Source: an optimization exercise on an open RTL-to-GDS flow (aim: small area, a short achievable clock period and few clock cycles per item). Production flows keep margins and buffers that such runs may drop. Function was checked by simulation only, so behaviour that the tests miss may differ from the original. No activity file was given, so power comes from the tool's default toggle rates.

==> inputs of wip/indigo <==
Design dotoptact, start of the top module:
module dotoptact(input logic clk, input logic rst_n,
           output logic slave_waitrequest,
           input logic [3:0] slave_address,
           input logic slave_read, output logic [31:0] slave_readdata,
           input logic slave_write, input logic [31:0] slave_writedata,
           input logic master_waitrequest,
           output logic [31:0] master_address,
           output logic master_read, input logic [31:0] master_readdata, input logic master_readdatavalid,
           output logic master_write, output logic [31:0] master_writedata,
           input logic master2_waitrequest,
           output logic [31:0] master2_address,
           output logic master2_read, input logic [31:0] master2_readdata, input logic master2_readdatavalid,
           output logic master2_write, output logic [31:0] master2_writedata);
Settings: LEC_CHECK=0, ABC_AREA=1, CAP_MARGIN=20, CORE_MARGIN=2, CORE_UTILIZATION=65, SLEW_MARGIN=20; clock period 15.0 ns.
standard.sh (not shown) runs the stock make flow with config.mk's settings and CLKGATE_MAP_FILE= SYNTH_SCRIPT=/design/flow/synth_recipe.tcl, a recipe that flattens the netlist after the stock synthesis.
==> flow/flow/run.sh <==
#!/bin/bash
# Layout flow: the standard flow (standard.sh) with these changes:
#  - synthesis runs the standard flow's own synth_recipe.tcl with -noabc added to its synth
#    calls. That skips only the quick "abc -fast" inside Yosys's synth command
#    (ORFS's full ABC mapping still runs afterwards), so that extract_fa finds the
#    multiplier tree's full adders without inverters between them. The registers
#    and their names are those of the standard synthesis.
#  - ORFS's timing repair aims at a setup slack of SETUP_SLACK_MARGIN ns below
#    the 15 ns constraint (a shorter period), on the worst path only
#    (TNS_END_PERCENT=0), and the port buffers start out as buf_2.
#  - clock tree synthesis runs with ORFS's default arguments plus
#    -dont_use_dummy_load.
# The constraints are not changed. make's output goes to flow_make.log; each ORFS
# step keeps its own log under orfs/logs.
set -euo pipefail
cd "$(dirname "$0")/.."
sed 's/yosys synth -nofsm -noshare /yosys synth -nofsm -noshare -noabc /' synth_recipe.tcl > synth_recipe_noabc.tcl
grep -q -- '-noabc' synth_recipe_noabc.tcl
bash standard.sh SYNTH_SCRIPT="$PWD/synth_recipe_noabc.tcl" SETUP_SLACK_MARGIN=11.0 \
    TNS_END_PERCENT=0 "BUFFER_PORTS_ARGS=-buffer_cell sky130_fd_sc_hd__buf_2" \
    "CTS_ARGS=-sink_clustering_enable -repair_clock_nets -dont_use_dummy_load" \
    finish > flow_make.log 2>&1
==> wip/umber (differences from wip/indigo) <==
--- a/flow/design.v
+++ b/flow/design.v
@@ -85,23 +85,24 @@
         if (isb1) ractive_n = 1'b1;
         else if (isw1 & (rcnt == 9'd1)) ractive_n = 1'b0;
         saddr_n = saddr;
         if (isb1) saddr_n = r3;
         else if (isw1) saddr_n = saddr + 30'd1;
         wpend_n = wpend;
-        if (sdone & ~wpend) wpend_n = 1'b1;
+        if ((l4 | sdone) & ~wpend) wpend_n = 1'b1;
         else if (wrdo) wpend_n = 1'b0;
         oaddr_n = oaddr;
         oact_n = oact;
         if ((start & (~uvalid | (wrdo & ~opend))) | (wrdo & opend)) begin
             oaddr_n = r4;
             oact_n = r7;
         end
     end
     wire m2rd_n = master_readdatavalid & ractive_n;
     logic [31:0] acc_y;
+    wire [31:0] res = sdone ? sum : acc_y;
     dot_acc ac(.a(b4 ? 32'd0 : sum), .s(s4), .c(c4), .k(k4), .y(acc_y));
     dot_booth be(.w(w2), .one(one2), .two(two2), .neg(neg2));
     dot_multree mt(.a(a3), .one(one3), .two(two3), .neg(neg3), .s(sm), .c(cm), .k(km));
     always_ff @(posedge clk) begin
         if (wxfer) begin
             case (slave_address)
@@ -131,13 +132,13 @@
         m2addr <= m2rd_n ? saddr_n : oaddr_n;
         a3 <= b2 ? 32'h0001_0000 : (q2 ? master2_readdata : 32'd0);
         s4 <= sm;
         c4 <= cm;
         k4 <= km;
         sum <= acc_y;
-        if (sdone & ~wpend) wdata <= (oact & sum[31]) ? 32'd0 : sum;
+        if ((l4 | sdone) & ~wpend) wdata <= (oact & res[31]) ? 32'd0 : res;
         oaddr <= oaddr_n;
         oact <= oact_n;
         if (!rst_n) begin
             wr_q <= 1'b0;
             ibusy <= 1'b0;
             ibias <= 1'b0;
@@ -182,14 +183,13 @@
             l4 <= l3;
             if (start) bpend <= 1'b1;
             else if (isb1) bpend <= 1'b0;
             uvalid <= uvalid_n;
             if (start & uvalid & ~(wrdo & ~opend)) opend <= 1'b1;
             else if (wrdo) opend <= 1'b0;
-            if (l4) sdone <= 1'b1;
-            else if (~wpend) sdone <= 1'b0;
+            sdone <= (l4 | sdone) & wpend;
             wpend <= wpend_n;
         end
     end
 endmodule
 module dot_booth(input logic [31:0] w, output logic [15:0] one, output logic [15:0] two,
                  output logic [15:0] neg);
--- a/flow/flow/run.sh
+++ b/flow/flow/run.sh
@@ -13,10 +13,10 @@
 # The constraints are not changed. make's output goes to flow_make.log; each ORFS
 # step keeps its own log under orfs/logs.
 set -euo pipefail
 cd "$(dirname "$0")/.."
 sed 's/yosys synth -nofsm -noshare /yosys synth -nofsm -noshare -noabc /' synth_recipe.tcl > synth_recipe_noabc.tcl
 grep -q -- '-noabc' synth_recipe_noabc.tcl
-bash standard.sh SYNTH_SCRIPT="$PWD/synth_recipe_noabc.tcl" SETUP_SLACK_MARGIN=11.0 \
+bash standard.sh SYNTH_SCRIPT="$PWD/synth_recipe_noabc.tcl" SETUP_SLACK_MARGIN=10.8 \
     TNS_END_PERCENT=0 "BUFFER_PORTS_ARGS=-buffer_cell sky130_fd_sc_hd__buf_2" \
     "CTS_ARGS=-sink_clustering_enable -repair_clock_nets -dont_use_dummy_load" \
     finish > flow_make.log 2>&1
Settings changed: CORE_UTILIZATION 65 to 40.
==> wip/juniper (differences from wip/indigo) <==
--- a/flow/flow/run.sh
+++ b/flow/flow/run.sh
@@ -13,10 +13,10 @@
 # The constraints are not changed. make's output goes to flow_make.log; each ORFS
 # step keeps its own log under orfs/logs.
 set -euo pipefail
 cd "$(dirname "$0")/.."
 sed 's/yosys synth -nofsm -noshare /yosys synth -nofsm -noshare -noabc /' synth_recipe.tcl > synth_recipe_noabc.tcl
 grep -q -- '-noabc' synth_recipe_noabc.tcl
-bash standard.sh SYNTH_SCRIPT="$PWD/synth_recipe_noabc.tcl" SETUP_SLACK_MARGIN=11.0 \
+bash standard.sh SYNTH_SCRIPT="$PWD/synth_recipe_noabc.tcl" SETUP_SLACK_MARGIN=10.8 \
     TNS_END_PERCENT=0 "BUFFER_PORTS_ARGS=-buffer_cell sky130_fd_sc_hd__buf_2" \
     "CTS_ARGS=-sink_clustering_enable -repair_clock_nets -dont_use_dummy_load" \
     finish > flow_make.log 2>&1
Settings changed: CORE_UTILIZATION 65 to 40.
==> wip/xenon (differences from wip/indigo) <==
--- a/flow/design.v
+++ b/flow/design.v
@@ -62,14 +62,14 @@
     assign master_read = ibusy;
     assign master_address = {waddr, 2'b00};
     assign master2_read = m2rd;
     assign master2_write = m2wr;
     assign master2_address = {m2addr, 2'b00};
     assign master2_writedata = wdata;
-    wire [9:0] hd = oaddr[11:2] - r3[11:2];
-    wire hazard = uvalid & (hd < {1'b0, r5});
+    wire [3:0] hb = oaddr[11:8] - r3[11:8];
+    wire hazard = uvalid & (hb <= {1'b0, r5[8:6]} + 4'd1);
     always_comb begin
         case (slave_address)
             4'd0: ok = ~pstart & ~bpend & ~opend & ~hazard;
             4'd1, 4'd2: ok = ~ibias & ~pstart;
             4'd3, 4'd5: ok = ~bpend;
             4'd4, 4'd7: ok = ~opend;
--- a/flow/flow/run.sh
+++ b/flow/flow/run.sh
@@ -13,10 +13,10 @@
 # The constraints are not changed. make's output goes to flow_make.log; each ORFS
 # step keeps its own log under orfs/logs.
 set -euo pipefail
 cd "$(dirname "$0")/.."
 sed 's/yosys synth -nofsm -noshare /yosys synth -nofsm -noshare -noabc /' synth_recipe.tcl > synth_recipe_noabc.tcl
 grep -q -- '-noabc' synth_recipe_noabc.tcl
-bash standard.sh SYNTH_SCRIPT="$PWD/synth_recipe_noabc.tcl" SETUP_SLACK_MARGIN=11.0 \
+bash standard.sh SYNTH_SCRIPT="$PWD/synth_recipe_noabc.tcl" SETUP_SLACK_MARGIN=10.8 \
     TNS_END_PERCENT=0 "BUFFER_PORTS_ARGS=-buffer_cell sky130_fd_sc_hd__buf_2" \
     "CTS_ARGS=-sink_clustering_enable -repair_clock_nets -dont_use_dummy_load" \
     finish > flow_make.log 2>&1
Settings changed: CORE_UTILIZATION 65 to 40.
==> summary.txt <==
critical path startpoint=a3[0]$_SDFF_PP0_; Sequential Power=2.15 mW; crit path to=c4[30]$_DFF_P_; CP Class=reg2reg; status=complete, no violations; vias per cell=around 5.4
(the above is from wip/umber)
==> summary.txt <==
critical path startpoint=waddr[30]$_DFFE_PP_; status=complete, no violations; CP Class=reg2out; crit path to=master_address[30]; vias per cell=5.34; Sequential Power=2.02 mW
(the above is from wip/juniper)
==> summary.txt <==
status=complete, no violations; critical path startpoint=two3[12]$_DFF_P_; vias per cell=between 6 and 7; crit path to=c4[42]$_DFF_P_; CP Class=reg2reg; Sequential Power=2.02 mW
(the above is from wip/indigo)
==> summary.txt <==
Sequential Power=2.03 mW; CP Class=reg2out; critical path startpoint=waddr[11]$_DFFE_PP_; status=complete, no violations; vias per cell=5.38
(the above is from wip/xenon)
Testbench counts of wip/indigo, summed over its fixed seeds: cycles 25,402, items 723.
Testbench counts of wip/umber, summed over its fixed seeds: cycles 25,310, items 723.
Testbench counts of wip/juniper, summed over its fixed seeds: cycles 25,402, items 723.
Testbench counts of wip/xenon, summed over its fixed seeds: cycles 25,402, items 723.

what the ideal ports hide:
The results above use ideal ports. As a check the final layouts listed here were re-extracted and re-timed, cells and wires unchanged.
Step 1 sets driving cells, clkbuf_16 on the clock port and buf_2 on the other inputs (assumed; they add their load-dependent delay and slew).
Step 2 also shifts input and output timing later by t, the mid clock arrival at the registers, as if the neighbouring blocks saw the same clock.
Slacks: ideal / step 1 / step 2; pairs: ideal / step 1.
run | t, ns | setup slack, ns | worst setup path after step 2 | worst data-port slew with drivers (ns) | pins driven straight from the clock port
wip/indigo | 0.689 | 10.685 / 10.634 / 10.236 | input to register | 0.09 | 1
wip/umber | 0.717 | 10.600 / 10.589 / 9.989 | input to register | 0.05 | 1
wip/juniper | 0.706 | 10.649 / 10.580 / 10.069 | input to register | 0.11 | 1
wip/xenon | 0.694 | 10.641 / 10.572 / 10.145 | input to register | 0.07 | 1
After both steps every run listed still meets setup and hold. For wip/umber, which loses most, drivers alone change the setup slack by -0.011 ns; drivers and shift together by -0.611 ns.
